Background: an optimization exercise with open tools, aiming at small area. Do not read the settings as production practice. In this exercise RTL edits were held to simulation tests only and were not proved equivalent to the original. Power and IR drop assume default switching activity.

File: flow/design.v
`timescale 1ns/1ps
module gshare_pht_next(
    input  row,
    input  col,
    input  p,
    input  qn,
    input  train_tn,    
    input  train_dn,    
    output p_d,
    output qn_d
);
    wire en  = ~(row & col);
    wire sel = ~(en | qn);                  
    assign p_d  = ~((train_tn & sel) | ~(p | sel));
    assign qn_d = ~((en | train_dn) & ~(en & qn));
endmodule
module gshare_aoi222(input a1, input a2, input b1, input b2, input c1, input c2, output y);
    assign y = ~((a1 & a2) | (b1 & b2) | (c1 & c2));
endmodule
module gshare_aoi22(input a1, input a2, input b1, input b2, output y);
    assign y = ~((a1 & a2) | (b1 & b2));
endmodule
module gshare_nand2(input a, input b, output y);
    assign y = ~(a & b);
endmodule
module gshare_nand3(input a, input b, input c, output y);
    assign y = ~(a & b & c);
endmodule
module gshare_and3(input a, input b, input c, output y);
    assign y = a & b & c;
endmodule
module gshare_nand4(input a, input b, input c, input d, output y);
    assign y = ~(a & b & c & d);
endmodule
module gshare_sel16(
    input  [15:0] d,
    input  [15:0] s,
    output y
);
    wire [5:0] g;
    wire h;
    genvar i;
    generate
        for (i = 0; i < 5; i = i + 1) begin : g_aoi
            gshare_aoi222 u (.a1(d[3*i]), .a2(s[3*i]), .b1(d[3*i+1]), .b2(s[3*i+1]),
                             .c1(d[3*i+2]), .c2(s[3*i+2]), .y(g[i]));
        end
    endgenerate
    gshare_nand2 u_last (.a(d[15]), .b(s[15]), .y(g[5]));
    gshare_and3  u_and  (.a(g[0]), .b(g[1]), .c(g[2]), .y(h));
    gshare_nand4 u_or   (.a(h), .b(g[3]), .c(g[4]), .d(g[5]), .y(y));
endmodule
module gshare_sel8(
    input  [7:0] d,
    input  [7:0] s,
    output y
);
    wire [2:0] g;
    gshare_aoi222 u_a (.a1(d[0]), .a2(s[0]), .b1(d[1]), .b2(s[1]), .c1(d[2]), .c2(s[2]), .y(g[0]));
    gshare_aoi222 u_b (.a1(d[3]), .a2(s[3]), .b1(d[4]), .b2(s[4]), .c1(d[5]), .c2(s[5]), .y(g[1]));
    gshare_aoi22  u_c (.a1(d[6]), .a2(s[6]), .b1(d[7]), .b2(s[7]), .y(g[2]));
    gshare_nand3  u_or (.a(g[0]), .b(g[1]), .c(g[2]), .y(y));
endmodule
module Gshare_branch_predictor(
    input clk,
    input rst_n,
    input  predict_valid,
    input  [6:0] predict_pc,
    output predict_taken,
    output [6:0] predict_history,
    input train_valid,
    input train_taken,
    input train_mispredicted,
    input [6:0] train_history,
    input [6:0] train_pc
);
    reg [6:0] GHR;
    reg [127:0] p;    
    reg [127:0] qn;   
    wire [6:0] predict_index = predict_pc ^ GHR;
    wire [6:0] train_index   = train_pc ^ train_history;
    wire [15:0] predict_col = 16'd1 << predict_index[3:0];
    wire [7:0]  predict_rows;
    genvar r;
    generate
        for (r = 0; r < 8; r = r + 1) begin : g_predict_row
            gshare_sel16 u (.d(p[16*r+15:16*r]), .s(predict_col), .y(predict_rows[r]));
        end
    endgenerate
    assign predict_taken = predict_rows[predict_index[6:4]];
    assign predict_history = GHR;
    always @(posedge clk or negedge rst_n) begin
        if (!rst_n)
            GHR <= 7'b0;
        else if (train_valid && train_mispredicted)
            GHR <= {train_history[5:0], train_taken};
        else if (predict_valid)
            GHR <= {GHR[5:0], predict_taken};
    end
    wire [7:0]  row = {8{train_valid}} & (8'd1 << train_index[6:4]);
    wire [15:0] col = 16'd1 << train_index[3:0];
    wire train_p;
    wire [7:0] train_rows;
    generate
        for (r = 0; r < 8; r = r + 1) begin : g_train_row
            gshare_sel16 u (.d(p[16*r+15:16*r]), .s(col), .y(train_rows[r]));
        end
    endgenerate
    gshare_sel8 u_train_read (.d(train_rows), .s(row), .y(train_p));
    wire train_dn = train_p ^ train_taken;
    wire [127:0] p_d, qn_d;
    genvar k;
    generate
        for (k = 0; k < 128; k = k + 1) begin : g_pht
            gshare_pht_next u_next (
                .row(row[k/16]), .col(col[k%16]), .p(p[k]), .qn(qn[k]),
                .train_tn(~train_taken), .train_dn(train_dn),
                .p_d(p_d[k]), .qn_d(qn_d[k])
            );
        end
    endgenerate
    always @(posedge clk or negedge rst_n) begin
        if (!rst_n) begin
            p  <= 128'b0;
            qn <= 128'b0;
        end else begin
            p  <= p_d;
            qn <= qn_d;
        end
    end
endmodule
File: flow/flow/run.sh
#!/bin/bash
# Own layout flow: the standard ORFS flow (standard.sh), with
#  - synthesis mapped by an area-oriented ABC script (flow/area.abc) instead of
#    ORFS's speed script; everything else in the synthesis is the standard flow's script,
#  - ports buffered with the smallest buffer,
#  - a clock tree built from smaller clock buffers without dummy loads.
# Each tool's output goes to a log file in this folder (and ORFS's own logs
# under orfs/logs).
set -euo pipefail
W=$(pwd)
export AREA_ABC_SCRIPT=$W/flow/area.abc

# The standard flow's synthesis script with ABC's -script argument replaced
{
  head -n 1 synth_recipe.tcl
  cat <<'TCL'
proc abc {args} {
  set i [lsearch -exact $args -script]
  if { $i >= 0 } { set args [lreplace $args $i [expr { $i + 1 }] -script $::env(AREA_ABC_SCRIPT)] }
  yosys abc {*}$args
}
TCL
  tail -n +2 synth_recipe.tcl
} > area_synth.tcl
sed "s|synth_recipe.tcl|area_synth.tcl|g" standard.sh > area_standard.sh

bash area_standard.sh \
  "BUFFER_PORTS_ARGS=-buffer_cell sky130_fd_sc_hd__buf_1" \
  "CTS_ARGS=-sink_clustering_enable -repair_clock_nets -dont_use_dummy_load -buf_list sky130_fd_sc_hd__clkbuf_8 -sink_clustering_size 16 -sink_clustering_max_diameter 80" \
  finish > make.log 2>&1
File: flow/flow/area.abc
strash
&get -n
&st
&synch2
&put
dch -f
amap
File: flow/standard.sh
#!/bin/bash
# synth_recipe.tcl (not shown) runs the flow's synth.tcl, then flattens the netlist and writes it again
# the make line also repeats each setting of config.mk as NAME=value (left out here)
make -C /OpenROAD-flow-scripts/flow DESIGN_CONFIG=/design/flow/config.mk WORK_HOME=/design/flow/orfs CLKGATE_MAP_FILE= SYNTH_SCRIPT=/design/flow/synth_recipe.tcl "${@:-finish}"
File: flow/config.mk
export PLATFORM = sky130hd
export DESIGN_NAME = Gshare_branch_predictor
export DESIGN_NICKNAME = Gshare_branch_predictor
export VERILOG_FILES = /design/flow/design.v
export SDC_FILE = /design/flow/constraint.sdc
export NUM_CORES = 4
export LEC_CHECK = 0
export CAP_MARGIN = 5
export CORE_MARGIN = 2
export CORE_UTILIZATION = 70
export SLEW_MARGIN = 5
export SYNTH_HIERARCHICAL = 1
export SYNTH_MINIMUM_KEEP_SIZE = 0
File: flow/constraint.sdc
create_clock -name core_clock -period 7.0 [get_ports {clk}]
set_input_delay 1.4000 -clock core_clock [delete_from_list [all_inputs] [get_ports {clk}]]
set_output_delay 1.4000 -clock core_clock [all_outputs]
set_load 0.01 [all_outputs]
==> metrics list, run 1 <==
* Required time of the critical path: 5.60 ns
* Cts bufs inserted: 20
- Vias in the first global route: 10300
* Die area: 17500 sq um
* Vias: 10500
- Number of hold violations in the final report: 0
- Maximum number of pins on one net before global-route repair: 146
- Placement row count: 46
- Fmax: 0.181 GHz
- Dividing total power by cell area gives a power density of 260 nW/um^2.
* Number of register bits inferred by synthesis: 263
* Initial DRT Pass Iterations: 15
- Antenna viol nets, final: 0
- Routed wire length: 33200 microns
* Category of the worst setup path launch point: input pin
* Number of nets in the synthesized netlist: 1335
- Number of buffers and inverters on the critical path: 2
- Setup TNS after final layout: 0 ns
- Number of different library cells in the post-synthesis netlist: 17
- Clock latency of the later-clocked register in the worst-skew pair: 0.55 ns
* Adder-cell share of the synthesized area: 0%
- The synthesized netlist devotes 19.8% of its cell area to compound gates.
- Ant. Diodes: 0
- From left edge to right edge, the die measures 132 microns.
- The worst register-to-register path ends at GHR[0]$_DFFE_PN0P_.
- Across all register-to-register paths, the minimum setup slack is 3.78 ns.
- Clock tree synthesis selected as its root buffer the cell sky130_fd_sc_hd__clkbuf_8.
* Remaining design rule violation count: 0
* Max IR drop VDD: 0.000232 V
* Register-to-Register Path Depth: 11
- Clk slew on worst S/H paths: 0.05 ns
* Global placement routability congestion: 0.966
- The floorplan step set the die height to 132 microns.
- Biggest fanout along the worst timing path: 8
- Crit-path max cell delay: 0.57 ns
* Post-route worst hold slack: 0.476 ns
- Compared with the post-synthesis result, the final layout area differs by 7.40%.
- In this run the worst setup path begins at predict_pc[0].
- In this run the most critical hold path is launched from qn[57]$_DFF_PN0_.
* Net count reported at finish: 1409
- Setup violations remaining at the end of the flow were counted as 0.
- Share of layout cells above drive strength 1: 2.97%
* Hold path endpoint: qn[57]$_DFF_PN0_
* Total global routing track utilization: 38.7%
- The slowest stage of the critical path is the sky130_fd_sc_hd__nor4_1 cell.
* Number of buffers between clock root and the deepest sink: 3
- Effective utilization at floorplan: 72.1%
* List of cells traversed by the critical path: buf_1 -> nor2_1 -> a21oi_1 -> nand2_1 -> nor2_1 -> a222oi_1 -> and3_1 -> nand4_1 -> a221oi_1 -> nor4_1 -> buf_1
- Final critical-path required period: 5.51 ns
* Number of sinks driven by the clock tree: 263
- The tool flagged a number of max-cap violations equal to 0.
* Post-detailed-placement half-perimeter wirelength: 22100 microns
- DR iter-0 viols: 1763
- TritonCTS clock tree: done
- Fill cells in the final layout number 1083.
- Synthesized-area fraction occupied by and/or/nand/nor cells: 22.6%
* Hold Crit Class: reg2reg
* Netlist Area Pre-Place: 11500 sq um
* Number of levels in the clock H-tree: 1
- The worst path uses 78.7% of the clock period.
* Placeable core region: 15900 sq um
- In this run the count of I/O pins placed on the die edge is 35.
- The library cell used most frequently in the layout, excluding fill and tap cells, is sky130_fd_sc_hd__nor2_1.
- The initial antenna violation count is 1.
- The share of the Yosys chip area taken by registers is 57.2%.
- The first global-routing pass estimated 53200 microns of wire.
- Global-route congestion overflow total: 0
- CTS resizes: 0
- Synthesized netlist cell count: 1308
* Routed length per placed instance: 20.8 microns
- By startpoint and endpoint, the worst setup path is classified as in2out.
* Commonest cells after routing, fill and taps aside: 317 x sky130_fd_sc_hd__nor2_1, 310 x sky130_fd_sc_hd__nand2_1, 263 x sky130_fd_sc_hd__dfrtp_1
- After synthesis, the largest family of logic cells by area is simple AND/OR/NAND/NOR gates.
- Avg Inst Size Synth: 8.79 sq um
- On the final layout, the worst clock skew is 0.0624 ns.
- Buffers added to address setup during post-CTS repair amount to 0.
- Cell depth of the worst min-delay path: 2
- For this run, the number of Yosys warnings is 7.
- Kind of capture point of the worst setup path: primary output
- Setup repair after global routing left no endpoint under its margin.
- Max-slew violations: 0
- For the pin with the worst max-slew slack, the measured transition is 1.35 ns.
- The startpoint identified for the worst register-to-register timing path is GHR[0]$_DFFE_PN0P_.
* Crit-path leading delay family: simple AND/OR/NAND/NOR gates
- The analysis attributes to cell leakage a power of 0.00557 uW.
- Summing the areas of all xor and xnor instances in the mapped netlist gives 0% of the synthesized area.
* Result of the run: no timing/DRC/antenna violations
- Multiplexer share of the synthesized area: 0%
- For this design, the CTS-stage hold fixing added 0 buffers.
- PortBufs: 34
* Worst max-slew margin expressed relative to the limit: 9.51%
* Average vias per placed instance: 6.60
- For the worst setup path, the data arrival time is 4.11 ns.
synthesized netlist by cell type:
cell type                  count  area, sq um
sky130_fd_sc_hd__and3_1       16          100
sky130_fd_sc_hd__o21ai_0     129          646
sky130_fd_sc_hd__nand2_1     310         1160
sky130_fd_sc_hd__a222oi_1     82          821
sky130_fd_sc_hd__nor2_1      317         1190
sky130_fd_sc_hd__clkinv_1     13         48.8
sky130_fd_sc_hd__nand4_1      16          100
sky130_fd_sc_hd__nand2b_1      1         6.26
sky130_fd_sc_hd__nor4_1        1         6.26
sky130_fd_sc_hd__a221oi_1      4         35.0
sky130_fd_sc_hd__dfrtp_1     263         6580
sky130_fd_sc_hd__a31oi_1       6         37.5
sky130_fd_sc_hd__o221ai_1      1         8.76
sky130_fd_sc_hd__nand3_1       1         5.00
sky130_fd_sc_hd__a21oi_1     143          716
sky130_fd_sc_hd__or2_0         4         25.0
sky130_fd_sc_hd__a22oi_1       1         7.51
routing by layer:
layer | GRT usage, % | vias to the layer above | share of wire (%)
met4 | 18.8 | 0 | 5.2
met5 | 0 | - | 0
met1 | 51.1 | 4940 | 38
met2 | 62.4 | 649 | 47
li1 | - | 4796 | -
met3 | 7.19 | 144 | 9.9
per-module statistics from Yosys (local to each module, per instance), excerpt:
module                   copies in the design  cells inside  flip-flops and latches
gshare_and3                                16             1                       0
gshare_pht_next                           128             6                       0
gshare_nand2                               16             1                       0
gshare_aoi22                                1             1                       0
Gshare_branch_predictor                     1           408                     263
gshare_aoi222                              82             1                       0
worst max-delay path by stage:
| stage | cells after the start | slack, ns | end |
|---|---|---|---|
| 2_1_floorplan | 13 | 1.40 | qn[0]$_DFF_PN0_ |
| 3_3_place_gp | 11 | 1.71 | predict_taken |
| 3_5_place_dp | 11 | 1.66 | predict_taken |
| 4_1_cts | 11 | 1.64 | predict_taken |
| 5_1_grt | 11 | 1.35 | predict_taken |
| 6_report | 11 | 1.49 | predict_taken |
where the power goes:
part	switching (uW)	internal, uW	leakage (uW)
registers	230	1750	0.00353
clock network	463	258	0.000144
logic	337	174	0.00190
total	1030	2180	0.00557
stage by stage:
step / area (sq um) / std cells / setup WS, ns / total power [uW] / util, %
5_1_grt: 12300 / 1596 / 1.35 / 3360 / 77.5
4_1_cts: 12300 / 1596 / 1.64 / 3200 / 77.5
2_1_floorplan: 11500 / 1308 / 1.40 / 2240 / -
6_report: 12300 / 1596 / 1.49 / 3210 / 77.5
3_3_place_gp: 12100 / 1576 / 1.71 / 2470 / 75.7
3_5_place_dp: 12100 / 1576 / 1.66 / 2500 / 75.7
cell type report:
type	count	area [sq um]	share of cell area [%]
clock buffers	20	275	2.23
multi-input cells	1032	4880	39.5
flip-flops and latches	263	6580	53.3
inverters	13	51.3	0.415
well taps	216	270	2.19
repair buffers	52	292	2.36
flip-flops by register name, summed over array words and instances, names as in the netlist:
name	cells
qn	128
p	128
GHR	7
logic make-up after synthesis:
family | after synthesis
compound gates | 366
buf+inv | 13
flops | 263
simple gates | 666
tightest hold or removal path, delay by kind of cell, from the launching register on:
kind / cells / cell delay, ns
AO/OA/AOI/OAI: 1 / 0.06
AND/OR/NAND/NOR: 1 / 0.04
flip-flops: 1 / 0.34
==> run 2, diff against run 1 <==
--- a/flow/config.mk
+++ b/flow/config.mk
@@ -7,6 +7,6 @@
 export LEC_CHECK = 0
-export CAP_MARGIN = 5
+export CAP_MARGIN = 20
 export CORE_MARGIN = 2
-export CORE_UTILIZATION = 70
-export SLEW_MARGIN = 5
+export CORE_UTILIZATION = 60
+export SLEW_MARGIN = 20
 export SYNTH_HIERARCHICAL = 1
==> metrics list, run 2 <==
- The placed cell count is 1601 (+1.6%).
* Area used by multi-input combinational logic: 4890 sq um (+0.15%)
- Post-CTS Setup Inserts: 0 (unchanged)
* Initial DRT Pass Iterations: 11 (-4)
- The number of instances in the synthesized netlist was 1308 (unchanged).
- In the synthesized netlist, the cells that appear most often are 317 x sky130_fd_sc_hd__nor2_1, 310 x sky130_fd_sc_hd__nand2_1, 263 x sky130_fd_sc_hd__dfrtp_1.
- Worst max-slew margin expressed relative to the limit: 42.2% (+33 points)
- Result of the run: no timing/DRC/antenna violations
* First-pass GRT wire length: 51200 microns (-3.8%)
- Area occupied by registers: 6580 sq um (unchanged)
* Crit-path max cell delay: 0.66 ns (+0.09 ns)
* Number of levels in the clock H-tree: 1 (unchanged)
* Average vias per placed instance: 6.12 (-7.2%)
- Relative to the synthesized area, the layout overhead comes to 8.15%.
- List of cells traversed by the critical path: buf_1 -> nor2_1 -> a21oi_1 -> nand2_1 -> nor2_1 -> a222oi_1 -> and3_1 -> nand4_1 -> a221oi_1 -> nor4_1 -> buf_1
- Number of different library cells in the post-synthesis netlist: 17 (unchanged)
- Maximum number of pins on one net before global-route repair: 158 (+8.2%)
* Data arrival time of the critical path: 4.29 ns (+0.18 ns)
- The clock sink count was 263 (unchanged).
- Commonest cells after routing, fill and taps aside: 314 x sky130_fd_sc_hd__nor2_1, 310 x sky130_fd_sc_hd__nand2_1, 263 x sky130_fd_sc_hd__dfrtp_1
- The number of nets in the finished design is 1416 (+0.50%).
* Placement row count: 50 (+8.7%)
* Final worst clock skew: 0.0459 ns (-0.0166 ns)
* TritonCTS clock tree: done
* Number of register bits inferred by synthesis: 263 (unchanged)
- The total of cells resized after clock tree synthesis is 0 (unchanged).
- Avg Inst Size Synth: 8.79 sq um (unchanged)
- The routability-driven placement congestion ratio is 0.899 (-7.0%).
* Clock latency of the later-clocked register in the worst-skew pair: 0.56 ns (about the same)
- The clock-pin slew on the worst setup and hold paths is 0.06 ns (about the same).
- The detailed-route wire length came to 32300 microns (-2.7%).
- Most frequent standard cell in the layout excluding fill and tap cells: sky130_fd_sc_hd__nor2_1
- Antenna viol nets, final: 0 (unchanged)
- The maximum number of buffers from clock root to sink was 3 (unchanged).
* Ys async rst share: 100% (unchanged)
- The critical path required time is 5.60 ns (about the same).
- Horizontal die dimension: 142 microns (+7.8%)
- Biggest registers after layout: p: 128 flops, qn: 128 flops, GHR: 7 flops
- Max-slew violations: 0 (unchanged)
- Vias: 9920 (-5.8%)
- The initial antenna violation count was 0 (-1).
- The post-route non-filler standard cell count came to 1621 (+1.6%).
- Critical register-to-register path startpoint: p[34]$_DFF_PN0_
- The post-DP HPWL came to 21100 microns (-4.4%).
* Global-route congestion overflow total: 0 (unchanged)
- The total power density per cell area is 256 nW/um^2 (-1.6%).
* EDFF count, synth: 0 (unchanged)
- The full die area came to 20300 sq um (+16%).
- The part of the Yosys area used for sequential elements came to 57.2% (unchanged).
- Post-route clock period utilization: 81.3% (+2.6 points)
- Largest cells by area after synthesis: sky130_fd_sc_hd__dfrtp_1 57%, sky130_fd_sc_hd__nor2_1 10%, sky130_fd_sc_hd__nand2_1 10%
- Number of max-cap violations: 0 (unchanged)
- Number of setup violations in the final report: 0 (unchanged)
- The number of global-route vias before repair was 9355 (-9.5%).
- Effective utilization at floorplan: 61.3% (-11 points)
- Synth Warn #: 7 (unchanged)
- The number of antenna diodes was 0 (unchanged).
* Placeable core region: 18800 sq um (+18%)
- For this run, the leading register cell type out of synthesis is sky130_fd_sc_hd__dfrtp_1.
- The top-area cell type share of the netlist area was 57.2% (unchanged).
- Routed length per placed instance: 19.9 microns (-4.2%)
- The number of buffers inserted for hold repair after clock tree synthesis is 0 (unchanged).
* PortBufs: 34 (unchanged)
- Category of the most critical setup path: in2out
- The total DRC errors in the routed layout came to 0 (unchanged).
* Share of layout cells above drive strength 1: 3.68% (+0.71 points)
- Fill cells: 1575 (+45%)
- The worst setup path is captured at a primary output.
- The total CTS buffers is 20 (unchanged).
* Most area-hungry cell type in the Yosys netlist: sky130_fd_sc_hd__dfrtp_1
* Top-count cell post-synth: sky130_fd_sc_hd__nor2_1
* Max IR drop VDD: 0.000216 V (-6.6%)
* Number of nets in the synthesized netlist: 1335 (unchanged)
- Final critical-path required period: 5.69 ns (+0.181 ns)
- The measured slew at the worst slew-check pin was 0.867 ns (-0.485 ns).
- Chip height: 142 microns (+7.8%)
- The cell area after technology mapping is 11500 sq um (unchanged).
* Master cell of the clock root buffer: sky130_fd_sc_hd__clkbuf_8
- Setup repair after global routing missed its margin: no
* Number of top-level design ports: 35 (unchanged)
- Critical Path Start: predict_pc[0]
- In this run the most critical hold path is launched from qn[74]$_DFF_PN0_.
- The slowest stage of the critical path belongs to the cell sky130_fd_sc_hd__nor4_1.
* Biggest fanout along the worst timing path: 8 (unchanged)
- In this run the worst hold path is classified as reg2reg.
* Number of hold violations in the final report: 0 (unchanged)
- The total routing usage reported by global routing came to 32.8% (-5.9 points).
- Category of the worst setup path launch point: input pin
- Fmax: 0.176 GHz (-3.2%)
* Leakage: 0.00561 uW (+0.68%)
* Setup TNS after final layout: 0 ns (unchanged)
- DR iter-0 viols: 1251 (-29%)
## run 2: cell count changes in the layout (fill, tap and decap cells not counted)
| cell | change |
|---|---|
| sky130_fd_sc_hd__buf_6 | +1 |
| sky130_fd_sc_hd__nor2_1 | -3 |
| sky130_fd_sc_hd__buf_4 | +6 |
| sky130_fd_sc_hd__nor2_2 | +3 |
## run 2: path summary, 6_finish.rpt
check | slack [ns] | endpoint | depth (start not counted)
setup / recovery | 1.31 | predict_taken | 11
max in group asynchronous | 4.82 | qn[88]$_DFF_PN0_ | 2
hold reg to reg | 0.48 | qn[74]$_DFF_PN0_ | 2
min in group asynchronous | 0.89 | p[80]$_DFF_PN0_ | 1
hold / removal | 0.48 | qn[74]$_DFF_PN0_ | 2
setup reg to reg | 3.51 | qn[48]$_DFF_PN0_ | 8
## run 2: logic make-up after synthesis
| logic type | share of synthesized area, % |
|---|---|
| flip-flops | 57.2 |
| buffers and inverters | 0.424 |
| AO/OA/AOI/OAI | 19.8 |
| AND/OR/NAND/NOR | 22.6 |
## run 2: layout make-up
cell class                      instances  area share (%)
Clock buffer                           20            2.21
Tap cell                              234            2.35
Timing Repair Buffer                   59            2.80
Inverter                               13           0.413
Multi-Input combinational cell       1032            39.3
Sequential cell                       263            52.9
## run 2: stage by stage
stage / hold slack (ns) / power (uW) / instance area [sq um] / setup WS (ns) / util, %
detailed placement: 0.470 / 2480 / 12200 / 1.45 / 64.8
floorplan: 0.451 / 2240 / 11500 / 1.40 / -
global route: 0.510 / 3360 / 12400 / 1.16 / 66.3
finish: 0.482 / 3190 / 12400 / 1.31 / 66.3
CTS: 0.488 / 3190 / 12400 / 1.43 / 66.2
global placement: 0.462 / 2460 / 12100 / 1.38 / 64.6
## run 2: per-layer routing
layer  routed length [microns]  GRT usage [%]  vias to the layer above
met5                         0              0                        -
met1                     13900           46.8                     4674
li1                          -              -                     4793
met3                      2420           5.69                       66
met2                     15000           52.4                      387
met4                       971           9.17                        0
## run 2: report_power, final
part / switching (uW) / internal, uW / total (uW)
clock network: 466 / 258 / 724
registers: 194 / 1750 / 1950
logic: 339 / 176 / 515
## run 2: Yosys stat by module (local to each module, per instance), excerpt
module | copies in the design | flip-flops and latches
gshare_pht_next | 128 | 0
gshare_aoi222 | 82 | 0
Gshare_branch_predictor | 1 | 263
gshare_nand4 | 16 | 0
gshare_aoi22 | 1 | 0
gshare_nand2 | 16 | 0
gshare_nand3 | 1 | 0
gshare_and3 | 16 | 0
## run 2: worst max-delay path, delay by kind of cell
family,cells,cell delay (ns)
compound gates,3,0.73
simple gates,6,1.84
buf+inv,2,0.33
==> run 3, diff against run 2 <==
--- a/flow/design.v
+++ b/flow/design.v
@@ -33,2 +33,5 @@
     assign y = ~(a & b & c & d);
+endmodule
+module gshare_nor2(input a, input b, output y);
+    assign y = ~(a | b);
 endmodule
@@ -99,4 +102,19 @@
     end
-    wire [7:0]  row = {8{train_valid}} & (8'd1 << train_index[6:4]);
-    wire [15:0] col = 16'd1 << train_index[3:0];
+    wire [3:0] col_lo_n  = ~(4'd1 << train_index[1:0]);
+    wire [3:0] col_hi_n  = ~(4'd1 << train_index[3:2]);
+    wire [3:0] row_lo_n  = ~(4'd1 << train_index[5:4]);
+    wire [1:0] row_hi_n  = ~({2{train_valid}} & (2'd1 << train_index[6]));
+    wire [15:0] col_a, col_b;    
+    wire [7:0]  row_a, row_b;    
+    genvar c;
+    generate
+        for (c = 0; c < 16; c = c + 1) begin : g_col
+            gshare_nor2 u_a (.a(col_lo_n[c%4]), .b(col_hi_n[c/4]), .y(col_a[c]));
+            gshare_nor2 u_b (.a(col_lo_n[c%4]), .b(col_hi_n[c/4]), .y(col_b[c]));
+        end
+        for (c = 0; c < 8; c = c + 1) begin : g_row
+            gshare_nor2 u_a (.a(row_lo_n[c%4]), .b(row_hi_n[c/4]), .y(row_a[c]));
+            gshare_nor2 u_b (.a(row_lo_n[c%4]), .b(row_hi_n[c/4]), .y(row_b[c]));
+        end
+    endgenerate
     wire train_p;
@@ -105,6 +123,6 @@
         for (r = 0; r < 8; r = r + 1) begin : g_train_row
-            gshare_sel16 u (.d(p[16*r+15:16*r]), .s(col), .y(train_rows[r]));
+            gshare_sel16 u (.d(p[16*r+15:16*r]), .s(r < 4 ? col_a : col_b), .y(train_rows[r]));
         end
     endgenerate
-    gshare_sel8 u_train_read (.d(train_rows), .s(row), .y(train_p));
+    gshare_sel8 u_train_read (.d(train_rows), .s(row_a), .y(train_p));
     wire train_dn = train_p ^ train_taken;
@@ -115,3 +133,4 @@
             gshare_pht_next u_next (
-                .row(row[k/16]), .col(col[k%16]), .p(p[k]), .qn(qn[k]),
+                .row(k%16 < 8 ? row_a[k/16] : row_b[k/16]),
+                .col(k/16 < 4 ? col_a[k%16] : col_b[k%16]), .p(p[k]), .qn(qn[k]),
                 .train_tn(~train_taken), .train_dn(train_dn),
--- a/flow/config.mk
+++ b/flow/config.mk
@@ -7,6 +7,6 @@
 export LEC_CHECK = 0
-export CAP_MARGIN = 20
+export CAP_MARGIN = 5
 export CORE_MARGIN = 2
 export CORE_UTILIZATION = 60
-export SLEW_MARGIN = 20
+export SLEW_MARGIN = 5
 export SYNTH_HIERARCHICAL = 1
==> metrics list, run 3 <==
* Post-detailed-placement half-perimeter wirelength: 21300 microns (+1.2%)
- The total setup buffers inserted after CTS was 0 (unchanged).
- Cell depth of the worst min-delay path: 2 (unchanged)
- Number of sinks driven by the clock tree: 263 (unchanged)
* Cts bufs inserted: 20 (unchanged)
* Commonest cells after routing, fill and taps aside: 341 x sky130_fd_sc_hd__nor2_1, 308 x sky130_fd_sc_hd__nand2_1, 263 x sky130_fd_sc_hd__dfrtp_1
* Most frequent standard cell in the layout excluding fill and tap cells: sky130_fd_sc_hd__nor2_1
- Required time of the critical path: 5.60 ns (about the same)
* Hold path endpoint: qn[126]$_DFF_PN0_
- The global-route wire length before repair was 51200 microns (about the same).
- Final worst clock skew: 0.0441 ns (-0.00175 ns)
* Routed length per placed instance: 19.2 microns (-3.6%)
- The number of buffers inserted for hold repair after clock tree synthesis came to 0 (unchanged).
- EDFF count, synth: 0 (unchanged)
- The min-delay analysis places its worst path in the category reg2reg.
- Effective utilization at floorplan: 61.4% (+0.19 points)
- The count of input and output buffers was 34 (unchanged).
- Vias: 10000 (+0.89%)
* Setup TNS after final layout: 0 ns (unchanged)
- The share of final-layout standard cells stronger than drive strength 1 is 2.02% (-1.7 points).
- The highest ir drop seen on vdd is 0.000197 V (-8.9%).
* Leakage: 0.00553 uW (-1.5%)
* Initial antenna violation count: 0 (unchanged)
- Synthesized netlist cell count: 1329 (+1.6%)
- Number of buffers between clock root and the deepest sink: 3 (unchanged)
- Routed wire length: 31600 microns (-1.9%)
* Area occupied by registers: 6580 sq um (unchanged)
* List of cells traversed by the critical path: buf_1 -> nor2_1 -> a21oi_1 -> clkinv_1 -> or2_0 -> nor2_1 -> a222oi_1 -> and3_1 -> nand4_1 -> a221oi_1 -> nor4_1 -> buf_1
* Global placement routability congestion: 0.924 (+2.8%)
- The total routing usage reported by global routing came to 32.2% (-0.62 points).
- By count the netlist is led by 341 x sky130_fd_sc_hd__nor2_1, 308 x sky130_fd_sc_hd__nand2_1, 263 x sky130_fd_sc_hd__dfrtp_1.
- Most area-hungry cell type in the Yosys netlist: sky130_fd_sc_hd__dfrtp_1
* Leading register cell type out of synthesis: sky130_fd_sc_hd__dfrtp_1
- The run finished with no timing, DRC or antenna violations.
- Post-layout utilization of the core: 65.7% (-0.59 points)
- Clk slew on worst S/H paths: 0.05 ns (about the same)
- Setup repair after global routing missed its margin: no
* Worst max-slew margin expressed relative to the limit: 31.1% (-11 points)
- P&R area growth vs syn: 6.87%
- Placement row count: 50 (unchanged)
- Chip height: 143 microns (+0.31%)
* Flop2flop setup slack: 3.58 ns (+0.07 ns)
- The H-tree depth reported by CTS came to 1 (unchanged).
- The part of the Yosys area used for sequential elements is 56.9% (-0.37 points).
- STA classifies the critical path startpoint as an input pin.
- DR iter-0 viols: 1709 (+37%)
- Register-to-Register Path Depth: 8 (unchanged)
- Synth Warn #: 7 (unchanged)
- Net count reported at finish: 1417 (+0.071%)
* Number of top-level design ports: 35 (unchanged)
- By startpoint and endpoint, the worst setup path is classified as in2out.
* Number of hold violations in the final report: 0 (unchanged)
- CTS resizes: 0 (unchanged)
- The number of global-route vias before repair came to 9419 (+0.68%).
- Largest cells by area after synthesis: sky130_fd_sc_hd__dfrtp_1 57%, sky130_fd_sc_hd__nor2_1 11%, sky130_fd_sc_hd__nand2_1 10%
- Ys async rst share: 100% (unchanged)
- Average vias per placed instance: 6.07 (-0.77%)
* Max-slew violations: 0 (unchanged)
* Number of different library cells in the post-synthesis netlist: 17 (unchanged)
- Biggest registers after layout: p: 128 flops, qn: 128 flops, GHR: 7 flops
- The multi-input gate area in the final layout was 4950 sq um (+1.3%).
* Number of setup violations in the final report: 0 (unchanged)
- In this run the most critical hold path is launched from qn[126]$_DFF_PN0_.
- Placeable core region: 18800 sq um (+0.33%)
* Number of register bits inferred by synthesis: 263 (unchanged)
* Remaining design rule violation count: 0 (unchanged)
* Die area: 20400 sq um (+0.63%)
- TritonCTS built the clock tree.
* Kind of capture point of the worst setup path: primary output
* Data arrival time of the critical path: 4.15 ns (-0.14 ns)
- Critical register-to-register path startpoint: p[40]$_DFF_PN0_
- The average instance area after synthesis was 8.71 sq um (-0.95%).
- The top-area cell type share of the netlist area came to 56.9% (-0.37 points).
- The slowest stage of the critical path is the sky130_fd_sc_hd__nor4_1 cell.
* Post-route clock period utilization: 79.3% (-2.1 points)
- Fill cells: 1547 (-1.8%)
- The worst register-to-register path ends at qn[32]$_DFF_PN0_.
- Fmax: 0.180 GHz (+2.6%)
* Clock latency of the later-clocked register in the worst-skew pair: 0.56 ns (about the same)
- Crit-path max cell delay: 0.60 ns (-0.06 ns)
* Number of max-cap violations: 0 (unchanged)
- Number of nets in the synthesized netlist: 1356 (+1.6%)
- The number of search-and-repair iterations in the first detailed-routing pass was 10 (-1).
- The number of antenna diodes was 0 (unchanged).
* Final critical-path required period: 5.55 ns (-0.144 ns)
- Biggest fanout along the worst timing path: 8 (unchanged)
- The remaining global-route overflow came to 0 (unchanged).
- Netlist Area Pre-Place: 11600 sq um (+0.64%)
- Top-count cell post-synth: sky130_fd_sc_hd__nor2_1
- Transition at the pin with the smallest max-transition slack: 1.03 ns (+0.166 ns)
* Power density over cell area: 259 nW/um^2 (+1.0%)
- The tree is rooted in a sky130_fd_sc_hd__clkbuf_8.
- The remaining number of nets flagged by the antenna check after routing is 0 (unchanged).
- Horizontal die dimension: 143 microns (+0.31%)
* Maximum number of pins on one net before global-route repair: 172 (+8.9%)
-- run 3: changes by cell type after synthesis, sizes merged --
cell,delta
clkinv,+1
nand2,-2
nor2,+24
or2,-2
-- run 3: how the worst max path moves through the flow --
stage,depth (start not counted),slack [ns],end,start
finish,12,1.45,predict_taken,predict_pc[3]
CTS,12,1.53,predict_taken,predict_pc[3]
global route,12,1.24,predict_taken,predict_pc[3]
global placement,12,1.56,predict_taken,predict_pc[3]
detailed placement,14,1.47,qn[96]$_DFF_PN0_,train_history[1]
floorplan,12,1.55,qn[0]$_DFF_PN0_,train_history[2]
-- run 3: power breakdown --
group	internal (uW)	switching, uW
clock network	258	473
registers	1750	216
logic	169	331
-- run 3: cells by family after synthesis --
family	share of synthesized area, %
compound gates	19.6
flops	56.9
buf+inv	0.454
simple gates	23.0
-- run 3: metal layers --
| layer | GRT usage [%] | routed length (microns) | vias up |
|---|---|---|---|
| met5 | 0 | 0 | - |
| met4 | 9.80 | 863 | 0 |
| met1 | 48.0 | 13700 | 4653 |
| met3 | 5.13 | 2740 | 80 |
| met2 | 49.0 | 14300 | 443 |
| li1 | - | - | 4832 |
-- run 3: per-stage QoR --
step	hold WS, ns	power (uW)	instances	instance area [sq um]	setup WS [ns]
3_3_place_gp	0.462	2460	1628	12100	1.56
3_5_place_dp	0.471	2480	1628	12100	1.47
2_1_floorplan	0.450	2240	1329	11600	1.55
4_1_cts	0.486	3210	1648	12400	1.53
6_report	0.485	3200	1648	12400	1.45
5_1_grt	0.512	3370	1648	12400	1.24
-- run 3: worst max-delay path, delay by kind of cell --
| family | cells | cell delay, ns |
|---|---|---|
| AO/OA/AOI/OAI | 3 | 0.52 |
| buffers and inverters | 3 | 0.45 |
| AND/OR/NAND/NOR | 6 | 1.77 |
-- run 3: final cells by class --
class	instances	area share, %
clock buffer	20	2.23
sequential	263	53.2
tap	260	2.63
inverter	14	0.435
timing repair buffer	39	1.47
multi-input combinational	1052	40.0
-- run 3: modules after synthesis (local to each module, per instance), excerpt --
| module | flip-flops and latches | cells | copies in the design | area, sq um |
|---|---|---|---|---|
| gshare_nand4 | 0 | 1 | 16 | 6.26 |
| gshare_and3 | 0 | 1 | 16 | 6.26 |
| gshare_aoi22 | 0 | 1 | 1 | 7.51 |
| gshare_pht_next | 0 | 6 | 128 | 25.0 |
| gshare_nand2 | 0 | 1 | 16 | 3.75 |
| gshare_nor2 | 0 | 1 | 48 | 3.75 |
| gshare_aoi222 | 0 | 1 | 82 | 10.0 |
| Gshare_branch_predictor | 263 | 381 | 1 | 7090 |
| gshare_nand3 | 0 | 1 | 1 | 5.00 |
==> run 4, diff against run 3 <==
--- a/flow/design.v
+++ b/flow/design.v
@@ -4,2 +4,3 @@
     input  col,
+    input  valid,
     input  p,
@@ -11,6 +12,9 @@
 );
-    wire en  = ~(row & col);
-    wire sel = ~(en | qn);                  
-    assign p_d  = ~((train_tn & sel) | ~(p | sel));
-    assign qn_d = ~((en | train_dn) & ~(en & qn));
+    wire en, sel, x, y;
+    gshare_nand2 u_en  (.a(row), .b(col), .y(en));
+    gshare_a21oi u_sel (.a1(valid), .a2(qn), .b1(en), .y(sel));
+    gshare_a21oi u_x   (.a1(valid), .a2(p), .b1(sel), .y(x));
+    gshare_a21oi u_p   (.a1(train_tn), .a2(sel), .b1(x), .y(p_d));
+    gshare_nand3 u_y   (.a(en), .b(valid), .c(qn), .y(y));
+    gshare_o21ai u_qn  (.a1(en), .a2(train_dn), .b1(y), .y(qn_d));
 endmodule
@@ -21,2 +25,8 @@
     assign y = ~((a1 & a2) | (b1 & b2));
+endmodule
+module gshare_a21oi(input a1, input a2, input b1, output y);
+    assign y = ~((a1 & a2) | b1);
+endmodule
+module gshare_o21ai(input a1, input a2, input b1, output y);
+    assign y = ~((a1 | a2) & b1);
 endmodule
@@ -82,2 +92,9 @@
     reg [127:0] qn;   
+    reg pht_valid;    
+    always @(posedge clk or negedge rst_n) begin
+        if (!rst_n)
+            pht_valid <= 1'b0;
+        else
+            pht_valid <= 1'b1;
+    end
     wire [6:0] predict_index = predict_pc ^ GHR;
@@ -92,3 +109,3 @@
     endgenerate
-    assign predict_taken = predict_rows[predict_index[6:4]];
+    assign predict_taken = pht_valid & predict_rows[predict_index[6:4]];
     assign predict_history = GHR;
@@ -127,3 +144,3 @@
     gshare_sel8 u_train_read (.d(train_rows), .s(row_a), .y(train_p));
-    wire train_dn = train_p ^ train_taken;
+    wire train_dn = (pht_valid & train_p) ^ train_taken;
     wire [127:0] p_d, qn_d;
@@ -134,3 +151,3 @@
                 .row(k%16 < 8 ? row_a[k/16] : row_b[k/16]),
-                .col(k/16 < 4 ? col_a[k%16] : col_b[k%16]), .p(p[k]), .qn(qn[k]),
+                .col(k/16 < 4 ? col_a[k%16] : col_b[k%16]), .valid(pht_valid), .p(p[k]), .qn(qn[k]),
                 .train_tn(~train_taken), .train_dn(train_dn),
@@ -140,10 +157,5 @@
     endgenerate
-    always @(posedge clk or negedge rst_n) begin
-        if (!rst_n) begin
-            p  <= 128'b0;
-            qn <= 128'b0;
-        end else begin
-            p  <= p_d;
-            qn <= qn_d;
-        end
+    always @(posedge clk) begin
+        p  <= p_d;
+        qn <= qn_d;
     end
==> metrics list, run 4 <==
- Average vias per placed instance: 6.48 (+6.7%)
* Number of top-level design ports: 35 (unchanged)
- Global placement routability congestion: 1.01 (+9.5%)
- Vias in the first global route: 9171 (-2.6%)
- Final critical-path required period: 5.72 ns (+0.171 ns)
- Synthesized netlist cell count: 1334 (+0.38%)
- Post-CTS Hold Fix Bufs: 0 (unchanged)
- Setup repair after global routing left no endpoint under its margin.
* Routed wire length: 30800 microns (-2.7%)
- The worst hold path terminates at qn[125]$_DFF_P_.
* Number of different library cells in the post-synthesis netlist: 22 (+5)
* Power density over cell area: 214 nW/um^2 (-17%)
- The synthesis-stage register bit count was 264 (+0.38%).
- The average instance area after synthesis is 8.11 sq um (-6.8%).
- Fraction of synthesized cell area in xor and xnor cells: 0% (unchanged)
- The post-synthesis mux area share was 0% (unchanged).
* Area fraction of the dominant cell type after synthesis: 47.4% (-9.5 points)
- The vias after detailed routing is 10500 (+5.1%).
* Number of max-cap violations: 0 (unchanged)
- Max-slew violations: 0 (unchanged)
- The area share of and/or/nand/nor cells after synthesis was 17.3% (-5.7 points).
- The post-DP HPWL came to 20400 microns (-4.5%).
- Flop2flop setup slack: 3.58 ns (about the same)
- The leakage power total came to 0.00393 uW (-29%).
* Fmax: 0.175 GHz (-3.0%)
- Antenna viol nets, final: 0 (unchanged)
- Placement row count: 49 (-2.0%)
* Most frequent standard cell in the layout excluding fill and tap cells: sky130_fd_sc_hd__a21oi_1
* Number of buffers between clock root and the deepest sink: 3 (unchanged)
- The count of input and output buffers came to 34 (unchanged).
- Hold Crit Class: reg2reg
* Net count reported at finish: 1422 (+0.35%)
- Result of the run: no timing/DRC/antenna violations
- The H-tree depth reported by CTS is 1 (unchanged).
- The tree is rooted in a sky130_fd_sc_hd__clkbuf_8.
- CTS resizes: 0 (unchanged)
* Crit-path max cell delay: 0.59 ns (about the same)
- Total global routing track utilization: 31.0% (-1.1 points)
- TritonCTS clock tree: done
- Global-route congestion overflow total: 0 (unchanged)
* Ant. Diodes: 0 (unchanged)
- Ranked by total cell area, the synthesized netlist is headed by sky130_fd_sc_hd__dfxtp_1 47%, sky130_fd_sc_hd__a21oi_1 18%, sky130_fd_sc_hd__a222oi_1 7.6%.
- The width of the die came to 138 microns (-3.2%).
* P&R area growth vs syn: 6.98%
- The initial DRC count was 1582 (-7.4%).
* Post-CTS Setup Inserts: 0 (unchanged)
- EDFF count, synth: 0 (unchanged)
- Chip height: 138 microns (-3.2%)
- First-pass GRT wire length: 48900 microns (-4.6%)
- The adder-cell share of the synthesized area came to 0% (unchanged).
* List of cells traversed by the critical path: buf_1 -> nor2_1 -> a21oi_1 -> clkinv_1 -> or2_0 -> nor2_1 -> a222oi_1 -> and3_1 -> nand4_1 -> a221oi_1 -> nor4_1 -> and2_0 -> buf_1
- The share of final-layout standard cells stronger than drive strength 1 was 2.01% (-0.0072 points).
- Clock latency of the later-clocked register in the worst-skew pair: 0.55 ns (about the same)
* Category of the most critical setup path: in2out
- Critical register-to-register path endpoint: GHR[0]$_DFFE_PN0P_
- Placeable core region: 17800 sq um (-5.3%)
- Cts bufs inserted: 20 (unchanged)
* Required time of the critical path: 5.60 ns (about the same)
- Source of the worst hold timing path: qn[125]$_DFF_P_
- The placed cell count is 1602 (-1.6%).
- Number of sinks driven by the clock tree: 264 (+0.38%)
- Data arrival time of the critical path: 4.32 ns (+0.17 ns)
* Ys async rst share: 3.03% (-97 points)
- Biggest fanout along the worst timing path: 8 (unchanged)
- By area, the combinational part of the netlist is dominated by compound AO/OA/AOI/OAI gates.
- The final routed wire length divided by cell count is 19.0 microns (-1.1%).
* Cell depth of the worst min-delay path: 2 (unchanged)
- The final number of setup-violating endpoints was 0 (unchanged).
- Transition at the pin with the smallest max-transition slack: 1.06 ns (+0.0293 ns)
* Number of buffers and inverters on the critical path: 3 (unchanged)
- Synth Warn #: 7 (unchanged)
- Die area: 19100 sq um (-6.3%)
* Remaining design rule violation count: 0 (unchanged)
* Leading register cell type out of synthesis: sky130_fd_sc_hd__dfxtp_1
- Maximum number of pins on one net before global-route repair: 233 (+35%)
- Initial DRT Pass Iterations: 11 (+1)
- Clk slew on worst S/H paths: 0.06 ns (about the same)
- The fraction of the cycle the final worst path needs was 81.7% (+2.4 points).
* Crit-path leading delay family: simple AND/OR/NAND/NOR gates
- The normalized max-slew margin is 29.2% (-2.0 points).
- Among all stages on the critical path, the largest delay is contributed by sky130_fd_sc_hd__nor4_1.
* Critical register-to-register path startpoint: GHR[3]$_DFFE_PN0P_
* Category of the worst setup path launch point: input pin
* Post-route worst hold slack: 0.485 ns (-0.0000740 ns)
* Number of hold violations in the final report: 0 (unchanged)
- The initial antenna violation count is 0 (unchanged).
* Final worst clock skew: 0.0412 ns (-0.00296 ns)
* Commonest cells after routing, fill and taps aside: 399 x sky130_fd_sc_hd__a21oi_1, 256 x sky130_fd_sc_hd__dfxtp_1, 180 x sky130_fd_sc_hd__nand2_1
* Effective utilization at floorplan: 60.6% (-0.80 points)
- The worst setup path is captured at a primary output.
- Register-to-Register Path Depth: 13 (+5)
- Max IR drop VDD: 0.000183 V (-7.1%)
* Top-count cell post-synth: sky130_fd_sc_hd__a21oi_1
- Of all cell types, the one taking the most synthesized area is sky130_fd_sc_hd__dfxtp_1.
- Compound-gate portion of the synthesized area: 32.9% (+13 points)
- Most frequent cells after synthesis: 399 x sky130_fd_sc_hd__a21oi_1, 256 x sky130_fd_sc_hd__dfxtp_1, 180 x sky130_fd_sc_hd__nand2_1
* Register area share after synthesis: 49.2% (-7.7 points)
- Netlist Area Pre-Place: 10800 sq um (-6.5%)
- The post-synth net total is 1361 (+0.37%).
* Biggest registers after layout: p: 128 flops, qn: 128 flops, GHR: 7 flops
- Post-route insts no fill: 1622 (-1.6%)
- Setup TNS after final layout: 0 ns (unchanged)
## run 4: logic make-up (layout without fill, tap and decap cells)
logic type      count (synthesis)  after routing
compound gates                623            623
buf+inv                        15             74
flops                         264            264
other cells                     1              1
simple gates                  431            431
## run 4: final cells by class
type,instances,area [sq um]
Inverter,15,57.6
Timing Repair Buffer,39,178
Tap cell,229,287
Fill cell,1594,6260
Clock buffer,20,275
Multi-Input combinational cell,1055,5450
Sequential cell,264,5330
## run 4: metrics by stage
step	setup WS (ns)	instance area, sq um	utilization (%)	total power [uW]
finish	1.28	11600	64.9	2480
detailed placement	1.45	11300	63.3	1790
global placement	1.47	11300	63.3	1780
floorplan	0.885	10800	-	1700
CTS	1.42	11600	64.9	2490
global route	1.09	11600	64.9	2570
## run 4: per-module statistics from Yosys, one instance, submodules excluded, excerpt
module | copies in the design | cells | cell area, sq um
gshare_and3 | 16 | 1 | 6.26
gshare_aoi22 | 1 | 1 | 7.51
gshare_nand2 | 144 | 1 | 3.75
gshare_nand4 | 16 | 1 | 6.26
gshare_nor2 | 48 | 1 | 3.75
gshare_o21ai | 128 | 1 | 5.00
## run 4: per-layer routing
metal / part of all wire [%] / wire, microns / track usage, %
met1: 45 / 13800 / 46.0
met4: 2.8 / 867 / 9.67
met2: 44 / 13400 / 47.2
met3: 8.6 / 2650 / 4.19
met5: 0 / 0 / 0
## run 4: worst max path at each step
stage / slack (ns) / cells after the start / start / end
global placement: 1.47 / 13 / predict_pc[3] / predict_taken
finish: 1.28 / 13 / predict_pc[3] / predict_taken
detailed placement: 1.45 / 13 / predict_pc[3] / predict_taken
floorplan: 0.89 / 3 / pht_valid$_DFF_PN0_ / qn[0]$_DFF_P_
CTS: 1.42 / 13 / predict_pc[3] / predict_taken
global route: 1.09 / 13 / predict_pc[3] / predict_taken
## run 4: report_power, final
group          internal [uW]  switching [uW]
sequential              1520            25.6
clock                    258             465
combinational           39.6             173
total                   1820             664
## run 4: worst register-to-register path, delay by kind of cell (launching register included)
kind,cells,cell delay [ns]
buffers and inverters,1,0.12
AND/OR/NAND/NOR,7,1.96
AO/OA/AOI/OAI,5,0.83
flip-flops,1,0.46
==> run 5, diff against run 4 <==
--- a/flow/flow/run.sh
+++ b/flow/flow/run.sh
@@ -28,3 +28,3 @@
   "BUFFER_PORTS_ARGS=-buffer_cell sky130_fd_sc_hd__buf_1" \
-  "CTS_ARGS=-sink_clustering_enable -repair_clock_nets -dont_use_dummy_load -buf_list sky130_fd_sc_hd__clkbuf_8 -sink_clustering_size 16 -sink_clustering_max_diameter 80" \
+  "CTS_ARGS=-sink_clustering_enable -repair_clock_nets -dont_use_dummy_load -buf_list sky130_fd_sc_hd__clkbuf_8 -sink_clustering_size 18 -sink_clustering_max_diameter 70" \
   finish > make.log 2>&1
--- a/flow/config.mk
+++ b/flow/config.mk
@@ -9,3 +9,3 @@
 export CORE_MARGIN = 2
-export CORE_UTILIZATION = 60
+export CORE_UTILIZATION = 68
 export SLEW_MARGIN = 5
==> metrics list, run 5 <==
* EDFF count, synth: 0 (unchanged)
- Number of buffers and inverters on the critical path: 3 (unchanged)
* Vias: 10800 (+2.9%)
* Post-route insts no fill: 1608 (-0.86%)
- Number of top-level design ports: 35 (unchanged)
* Kind of capture point of the worst setup path: primary output
* Netlist Area Pre-Place: 10800 sq um (unchanged)
* Register area share after synthesis: 49.2% (unchanged)
- Clock latency of the later-clocked register in the worst-skew pair: 0.53 ns (-0.02 ns)
- Commonest cells after routing, fill and taps aside: 399 x sky130_fd_sc_hd__a21oi_1, 256 x sky130_fd_sc_hd__dfxtp_1, 180 x sky130_fd_sc_hd__nand2_1
- Among all cell types in the netlist, the one instantiated most often is sky130_fd_sc_hd__a21oi_1.
- The starting utilization of the core area was 68.9% (+8.2 points).
- The count of input and output buffers was 34 (unchanged).
- Post-layout utilization of the core: 73.4% (+8.6 points)
* Horizontal die dimension: 130 microns (-5.9%)
- Number of hold violations in the final report: 0 (unchanged)
* Initial DRT Pass Iterations: 10 (-1)
- Post-route clock period utilization: 81.7% (about the same)
* Number of register bits inferred by synthesis: 264 (unchanged)
- Synth Warn #: 7 (unchanged)
* Critical register-to-register path startpoint: GHR[3]$_DFFE_PN0P_
- Critical Path Start: predict_pc[3]
* Avg Inst Size Synth: 8.11 sq um (unchanged)
- DR iter-0 viols: 1678 (+6.1%)
- Chip height: 130 microns (-5.9%)
- The library cell used most frequently in the layout, excluding fill and tap cells, is sky130_fd_sc_hd__a21oi_1.
* Post-route worst hold slack: 0.487 ns (+0.00153 ns)
- The highest attainable clock frequency came to 0.175 GHz (about the same).
- Master cell of the clock root buffer: sky130_fd_sc_hd__clkbuf_8
* Number of max-cap violations: 0 (unchanged)
* Category of the worst setup path launch point: input pin
- The number of distinct library cells after synthesis was 22 (unchanged).
- On the critical path the largest part of the delay comes from simple AND/OR/NAND/NOR gates.
- Setup repair after global routing missed its margin: no
- Crit-path max cell delay: 0.56 ns (-0.03 ns)
- The run finished with no timing, DRC or antenna violations.
- The number of global-route vias before repair is 9380 (+2.3%).
- The measured slew at the worst slew-check pin came to 1.11 ns (+0.0501 ns).
* Source of the worst hold timing path: qn[107]$_DFF_P_
- In the synthesized netlist the dominant register cell turns out to be sky130_fd_sc_hd__dfxtp_1.
- Worst max-slew margin expressed relative to the limit: 25.8% (-3.3 points)
- Total global routing track utilization: 35.2% (+4.2 points)
* Leakage: 0.00392 uW (-0.24%)
- Compared with the post-synthesis result, the final layout area differs by 6.65%.
- The detailed-route wire length is 30800 microns (+0.10%).
- The data arrival at the endpoint of the critical path came to 4.32 ns (about the same).
- The largest individual stage delay along the critical path comes from the cell sky130_fd_sc_hd__nor4_1.
- Biggest registers after layout: p: 128 flops, qn: 128 flops, GHR: 7 flops
- Post-detailed-placement half-perimeter wirelength: 20600 microns (+1.2%)
- First-pass GRT wire length: 47800 microns (-2.1%)
* Share of layout cells above drive strength 1: 1.94% (-0.070 points)
* List of cells traversed by the critical path: buf_1 -> nor2_1 -> a21oi_1 -> clkinv_1 -> or2_0 -> nor2_1 -> a222oi_1 -> and3_1 -> nand4_1 -> a221oi_1 -> nor4_1 -> and2_0 -> buf_1
* Initial antenna violation count: 0 (unchanged)
* Routed length per placed instance: 19.2 microns (+0.97%)
* Most frequent cells after synthesis: 399 x sky130_fd_sc_hd__a21oi_1, 256 x sky130_fd_sc_hd__dfxtp_1, 180 x sky130_fd_sc_hd__nand2_1
* Number of levels in the clock H-tree: 1 (unchanged)
- Largest cells by area after synthesis: sky130_fd_sc_hd__dfxtp_1 47%, sky130_fd_sc_hd__a21oi_1 18%, sky130_fd_sc_hd__a222oi_1 7.6%
- Area fraction of the dominant cell type after synthesis: 47.4% (unchanged)
- The routability-driven placement congestion ratio came to 0.928 (-8.3%).
- The number of filler instances in the final layout was 1310 (-18%).
- Remaining design rule violation count: 0 (unchanged)
- The shortest clock period the worst path allows after layout was 5.72 ns (-0.00201 ns).
- Post-CTS Setup Inserts: 0 (unchanged)
- The final worst-path setup slack came to 1.28 ns (+0.00201 ns).
- Count of placed standard cells including taps: 1590 (-0.75%)
* CTS resizes: 0 (unchanged)
- The number of pins exceeding their max-slew limit in the final report is 0 (unchanged).
- Post-CTS Hold Fix Bufs: 0 (unchanged)
- Most area-hungry cell type in the Yosys netlist: sky130_fd_sc_hd__dfxtp_1
- The full die area was 16900 sq um (-11%).
* Biggest fanout along the worst timing path: 8 (unchanged)
* Number of nets in the synthesized netlist: 1361 (unchanged)
* Number of buffers between clock root and the deepest sink: 3 (unchanged)
- Ant. Diodes: 0 (unchanged)
- TritonCTS built the clock tree.
* Number of setup violations in the final report: 0 (unchanged)
* Power density over cell area: 212 nW/um^2 (-1.0%)
- Synthesized netlist cell count: 1334 (unchanged)
- The clock-pin slew on the worst setup and hold paths was 0.07 ns (about the same).
- The remaining global-route overflow came to 0 (unchanged).
* Net count reported at finish: 1421 (-0.070%)
- The area of the placeable core was 15700 sq um (-12%).
- The clock sink count was 264 (unchanged).
- The critical path in this run is classified as in2out.
- Ys async rst share: 3.03% (unchanged)
- The pin count of the biggest net entering global routing is 108 (-54%).
* Placement row count: 46 (-6.1%)
- The path class of the tightest hold or removal check is reg2reg.
- Average vias per placed instance: 6.73 (+3.8%)
- The placement-stage worst setup slack came to 1.42 ns (-0.0300 ns).
- The clock tree skew after final layout came to 0.0382 ns (-0.00298 ns).
* Antenna viol nets, final: 0 (unchanged)
* Max IR drop VDD: 0.000188 V (+2.5%)
* Required time of the critical path: 5.60 ns (about the same)
- Setup TNS after final layout: 0 ns (unchanged)
* Cts bufs inserted: 18 (-10%)
## run 5: cell counts after synthesis
No cell type changed its count.
## run 5: cell type report
class	instances	area (sq um)	share of cell area (%)
well taps	216	270	2.34
clock buffers	18	248	2.15
flip-flops and latches	264	5330	46.2
multi-input cells	1055	5450	47.2
inverters	15	57.6	0.499
repair buffers	40	185	1.60
## run 5: through the flow
step	cell area (sq um)	total power, uW
2_1_floorplan	10800	1700
6_report	11500	2450
5_1_grt	11500	2520
3_5_place_dp	11300	1780
4_1_cts	11500	2450
3_3_place_gp	11300	1780
## run 5: path summary, 6_finish.rpt
| kind | to | slack (ns) | depth (start not counted) |
|---|---|---|---|
| max | predict_taken | 1.28 | 13 |
| min | qn[107]$_DFF_P_ | 0.49 | 2 |
| max reg2reg | GHR[0]$_DFFE_PN0P_ | 3.52 | 13 |
| min reg2reg | qn[107]$_DFF_P_ | 0.49 | 2 |
| max in group asynchronous | pht_valid$_DFF_PN0_ | 5.65 | 1 |
| min in group asynchronous | GHR[4]$_DFFE_PN0P_ | 0.86 | 1 |
## run 5: logic make-up after synthesis
group | count (synthesis) | synth area share [%]
other | 1 | 0.0347
AO/OA/AOI/OAI | 623 | 32.9
buffers and inverters | 15 | 0.520
AND/OR/NAND/NOR | 431 | 17.3
flip-flops | 264 | 49.2
## run 5: power by group
group	internal [uW]	switching (uW)	total, uW
combinational	39.9	177	217
clock	234	454	688
sequential	1520	22.7	1540
total	1790	654	2450
## run 5: tightest hold or removal path: stages (launching register included)
cell and delay [ns]:
sky130_fd_sc_hd__dfxtp_1 0.33, sky130_fd_sc_hd__nand3_1 0.07, sky130_fd_sc_hd__o21ai_0 0.06
## run 5: routing by layer
layer  GRT usage, %  routed length [microns]  up-vias
met1           50.4                    13000     4989
met3           5.70                     3060       72
met2           54.8                    13800      531
met5              0                        0        -
li1               -                        -     5227
met4           11.6                      887        0
## run 5: modules after synthesis, one instance, submodules excluded, excerpt
module,flip-flops and latches,cells,area [sq um],copies in the design
gshare_aoi22,0,1,7.51,1
Gshare_branch_predictor,264,386,5860,1
gshare_nand4,0,1,6.26,16
gshare_a21oi,0,1,5.00,384
gshare_and3,0,1,6.26,16
gshare_aoi222,0,1,10.0,82
gshare_nand3,0,1,5.00,129
gshare_nand2,0,1,3.75,144
gshare_nor2,0,1,3.75,48
gshare_o21ai,0,1,5.00,128

==> re-timing with driven ports <==
In the flow no input, the clock included, has a driving cell. The finished layouts below were timed again as built, in two steps. Step 1: set_driving_cell puts a clkbuf_16 on clk and a buf_2 on each other input, an assumption about the parent block. Step 2 adds t to the input delays and takes it off the output delays; t is the mean of the earliest and latest rising clock arrival at the registers after step 1. Input paths then give back, and output paths get back, about the clock's delay inside the block. a / b / c = ideal ports / drivers / drivers and shift; a / b = the first two.
| run | t (ns) | slack for setup (ns) | worst setup path at the end |
|---|---|---|---|
| run 1 | 0.559 | 1.490 / 1.465 / 1.465 | input to output |
| run 2 | 0.578 | 1.308 / 1.285 / 1.285 | input to output |
| run 3 | 0.583 | 1.452 / 1.427 / 1.313 | input to register |
| run 4 | 0.568 | 1.281 / 1.257 / 1.257 | input to output |
| run 5 | 0.553 | 1.283 / 1.260 / 1.260 | input to output |
After both steps every run listed still meets setup and hold. The setup slack of run 3, which loses most, moves by -0.025 ns with the drivers and by -0.139 ns with both steps.
